Context: an optimization exercise on an open-source flow, tuned for small area, a short achievable clock period and few clock cycles. The choices shown serve that exercise and are no tape-out recipe. Only simulation tests tie the RTL to the original design; equivalence was not proved.

v31:
// MulDivUnit
module MulDivUnit (
    input logic clk,
    input logic rst,
    input logic stall,
    input logic [DATA_WIDTH-1:0] dataInA,
    input logic [DATA_WIDTH-1:0] dataInB,
    input logic mulGetUpper,
    input logic [1:0] mulCode,
    input logic [1:0] divCode,
    input logic divReset,
    input logic divResetFromCI_Stage,
    input logic divReq,
    input logic divAcquire,
    input logic divRelease,
    output logic [DATA_WIDTH-1:0] mulDataOut,
    output logic [DATA_WIDTH-1:0] divDataOut,
    output logic divFinished,
    output logic divBusy,
    output logic divReserved,
    output logic divFree
);
    localparam MULDIV_STAGE_DEPTH = 3;
    PipelinedMultiplierUnit #(
        .BIT_WIDTH(DATA_WIDTH),
        .PIPELINE_DEPTH(MULDIV_STAGE_DEPTH)
    ) mulUnit (
        .clk(clk),
        .stall(stall),
        .fuOpA_In(dataInA),
        .fuOpB_In(dataInB),
        .getUpper(mulGetUpper),
        .mulCode(mulCode),
        .dataOut(mulDataOut)
    );
    typedef enum logic[1:0]
    {
        DIVIDER_PHASE_FREE       = 0,   
        DIVIDER_PHASE_RESERVED   = 1,   
        DIVIDER_PHASE_PROCESSING = 2,   
        DIVIDER_PHASE_WAITING    = 3    
    } DividerPhase;
    DividerPhase regPhase;
    DividerPhase nextPhase;
    logic divStart, doneAtReq, doneNext, flush;
    assign divStart = (regPhase == DIVIDER_PHASE_RESERVED) && divReq;
    DividerUnit divUnit(
        .clk(clk),
        .req(divStart),
        .busy(regPhase == DIVIDER_PHASE_PROCESSING),
        .fuOpA_In(dataInA),
        .fuOpB_In(dataInB),
        .divCode(divCode),
        .doneAtReq(doneAtReq),
        .doneNext(doneNext),
        .dataOut(divDataOut)
    );
  ...
export LEC_CHECK = 0
export ABC_AREA = 1
export CAP_MARGIN = 10
export CORE_MARGIN = 2
export CORE_UTILIZATION = 40
export SETUP_SLACK_MARGIN = 5.0
export SLEW_MARGIN = 10
export TNS_END_PERCENT = 1
create_clock -name core_clock -period 10.0 [get_ports {clk}]
run.sh (not shown) runs the stock make flow with config.mk's settings and CLKGATE_MAP_FILE= SYNTH_SCRIPT=/design/flow/synth_recipe.tcl, a recipe that flattens the netlist after the stock synthesis.
No stage failed in v31, and the final checks on the layout all came back clean.
Testbench counts of v31, summed over its fixed seeds: cycles 9,452.
> inputs changed (v31 -> v55)
diff --git a/flow/config.mk b/flow/config.mk
--- a/flow/config.mk
+++ b/flow/config.mk
@@ -8,3 +8,3 @@
 export ABC_AREA = 1
-export CAP_MARGIN = 10
+export CAP_MARGIN = 20
 export CORE_MARGIN = 2
@@ -12,3 +12,3 @@
 export SETUP_SLACK_MARGIN = 5.0
-export SLEW_MARGIN = 10
-export TNS_END_PERCENT = 1
+export SLEW_MARGIN = 20
+export TNS_END_PERCENT = 5
## What came out
v55 vs. v31: worst-margin pin slew has decreased; total number of H-tree levels comparable; fraction of area in non-clock buffers shows an increase of 0.20 points; via total after detailed routing picked up an extra 230.
Reported for v55 and v31, final routed DRC violation total turned out identical to the last digit.
Wire length grows slightly when moving from v31 to v55.
[compare] base=v31 new=v55: wire length of the first global-routing pass level; area occupied by registers now sits at about the same level; amount of wire on met2 after detailed routing level.
[inputs] v30 vs v55
diff --git a/flow/config.mk b/flow/config.mk
--- a/flow/config.mk
+++ b/flow/config.mk
@@ -11,2 +11,3 @@
 export CORE_UTILIZATION = 40
+export PLACE_DENSITY = 0.72
 export SETUP_SLACK_MARGIN = 5.0
==> results.txt <==
v55: PASS, flow complete, no timing, DRC or antenna violations. v30 reached the final stage; the timing, DRC and antenna checks on its layout passed. Summary of v30 over v55: wire length saw a decrease, worst-case hold slack saw a decrease, met2 track utilization from global routing saw a decrease, count of plain and timing-repair buffers in the layout saw a decrease, final critical-path required period saw an increase. Comparing maximum frequency for v55 and v30, the bigger number came from v55.
Input changes introduced in v15 (baseline for comparison: v30):
==> flow/flow/run.sh (new file) <==
#!/bin/bash
# The standard layout, except that the ports are buffered with buf_2 cells
# (the default picks clkdlybuf4s50_1, a delay cell, for every port buffer).
set -euo pipefail
echo 'export BUFFER_PORTS_ARGS = -buffer_cell sky130_fd_sc_hd__buf_2' >> config.mk
bash standard.sh finish > standard.log 2>&1
==> flow/standard.sh (new file) <==
#!/bin/bash
# synth_recipe.tcl (not shown) runs the flow's synth.tcl, then flattens the netlist and writes it again
# the make line also repeats each setting of config.mk as NAME=value (left out here)
make -C /OpenROAD-flow-scripts/flow DESIGN_CONFIG=/design/flow/config.mk WORK_HOME=/design/flow/orfs CLKGATE_MAP_FILE= SYNTH_SCRIPT=/design/flow/synth_recipe.tcl "${@:-finish}"
diff --git a/flow/config.mk b/flow/config.mk
--- a/flow/config.mk
+++ b/flow/config.mk
@@ -11,5 +11,5 @@
 export CORE_UTILIZATION = 40
-export PLACE_DENSITY = 0.72
 export SETUP_SLACK_MARGIN = 5.0
 export SLEW_MARGIN = 20
-export TNS_END_PERCENT = 5
+export TNS_END_PERCENT = 1
+export BUFFER_PORTS_ARGS = -buffer_cell sky130_fd_sc_hd__buf_2
removed: flow/run.sh
### Flow results
- Between v15 and v30, the final cell count does not differ in any meaningful way.
- Minimum hold slack: v15 vs v30 — no meaningful difference
- For final layout net count, v30 and v15 come out practically identical.
- v15: post-route clock period utilization is 0.75 points lower than what v30 reported.
- Taking v30 as the reference, in v15 fraction of area in multi-input gates went up 0.78 points, first-pass GRT wire length grew by 12 mm, wire length now larger.

* * *

== trial 16 ==
Starting RTL as in the previous note.
Settings: LEC_CHECK=0, ABC_AREA=1, CAP_MARGIN=20, CORE_MARGIN=2, CORE_UTILIZATION=50, SETUP_SLACK_MARGIN=5.0, SLEW_MARGIN=20, TNS_END_PERCENT=5; clock period 10.0 ns.
Stock flow here: none of the scripts above is used.
Testbench counts of trial 16, summed over its fixed seeds: cycles 9,452.
Modified inputs, trial 37 compared to trial 16
Settings: swapping 5 for 1 in TNS_END_PERCENT; swapping 50 for 40 in CORE_UTILIZATION.
==> comparison <==
- Summary — average wire length per cell after detail routing, trial 37 relative to trial 16: lower, by 3.3%.
- Trial 16 -> trial 37: clock slew seen by the registers of the worst setup and hold paths flat
- Trial 37 reached the end of the flow, and the finished layout is clean on the timing, DRC and antenna checks.
- Count of clock buffers in the final design: trial 37 vs trial 16 down 2
- Trial 37 has overall routed net length below what trial 16 had.
- Compared with trial 16, trial 37 shows a lower area added between synthesis and finish.
- Data required time of the critical path in trial 37 is 2.36 ns lower than in trial 16
- Compared with trial 16, trial 37 instantiates a larger number of cells.
- Compared with trial 16, trial 37 shows area of all placed cells without fillers lower by 1.1%.
- Trial 37: fraction of layout instances using a drive strength above 1 is 1.7 points lower than what trial 16 reported.

==> static timing again, ports no longer ideal <==
In the flow no input, the clock included, has a driving cell. The finished layouts below were timed again as built, in two steps.
Step 1 assumes that a clkbuf_16 drives the clock port and a buf_2 every other input.
Step 2 times the ports against the registers' clock, not the clock port: input delays grow and output delays shrink by t, the midpoint of the rising clock arrivals with the driver on.
Three values: ideal, step 1, step 2; two values: the first two.
| run | t, ns | slack for setup (ns) | worst setup path after step 2 | worst slew at a driven data input, ns |
|---|---|---|---|---|
| v31 | 0.665 | 4.601 / 4.530 / 4.017 | input to register | 0.05 |
| v55 | 0.665 | 4.630 / 4.604 / 3.996 | input to register | 0.05 |
| v30 | 0.695 | 4.518 / 4.518 / 3.990 | input to register | 0.06 |
| v15 | 0.675 | 4.594 / 4.594 / 4.074 | input to register | 0.04 |
| trial 16 | 0.677 | 4.611 / 4.611 / 4.184 | input to register | 0.12 |
| trial 37 | 0.665 | 4.618 / 4.547 / 4.032 | input to register | 0.05 |
After both steps setup and hold are still met in every run listed. The setup slack of v55, which loses most, moves by -0.026 ns with the drivers and by -0.634 ns with both steps.
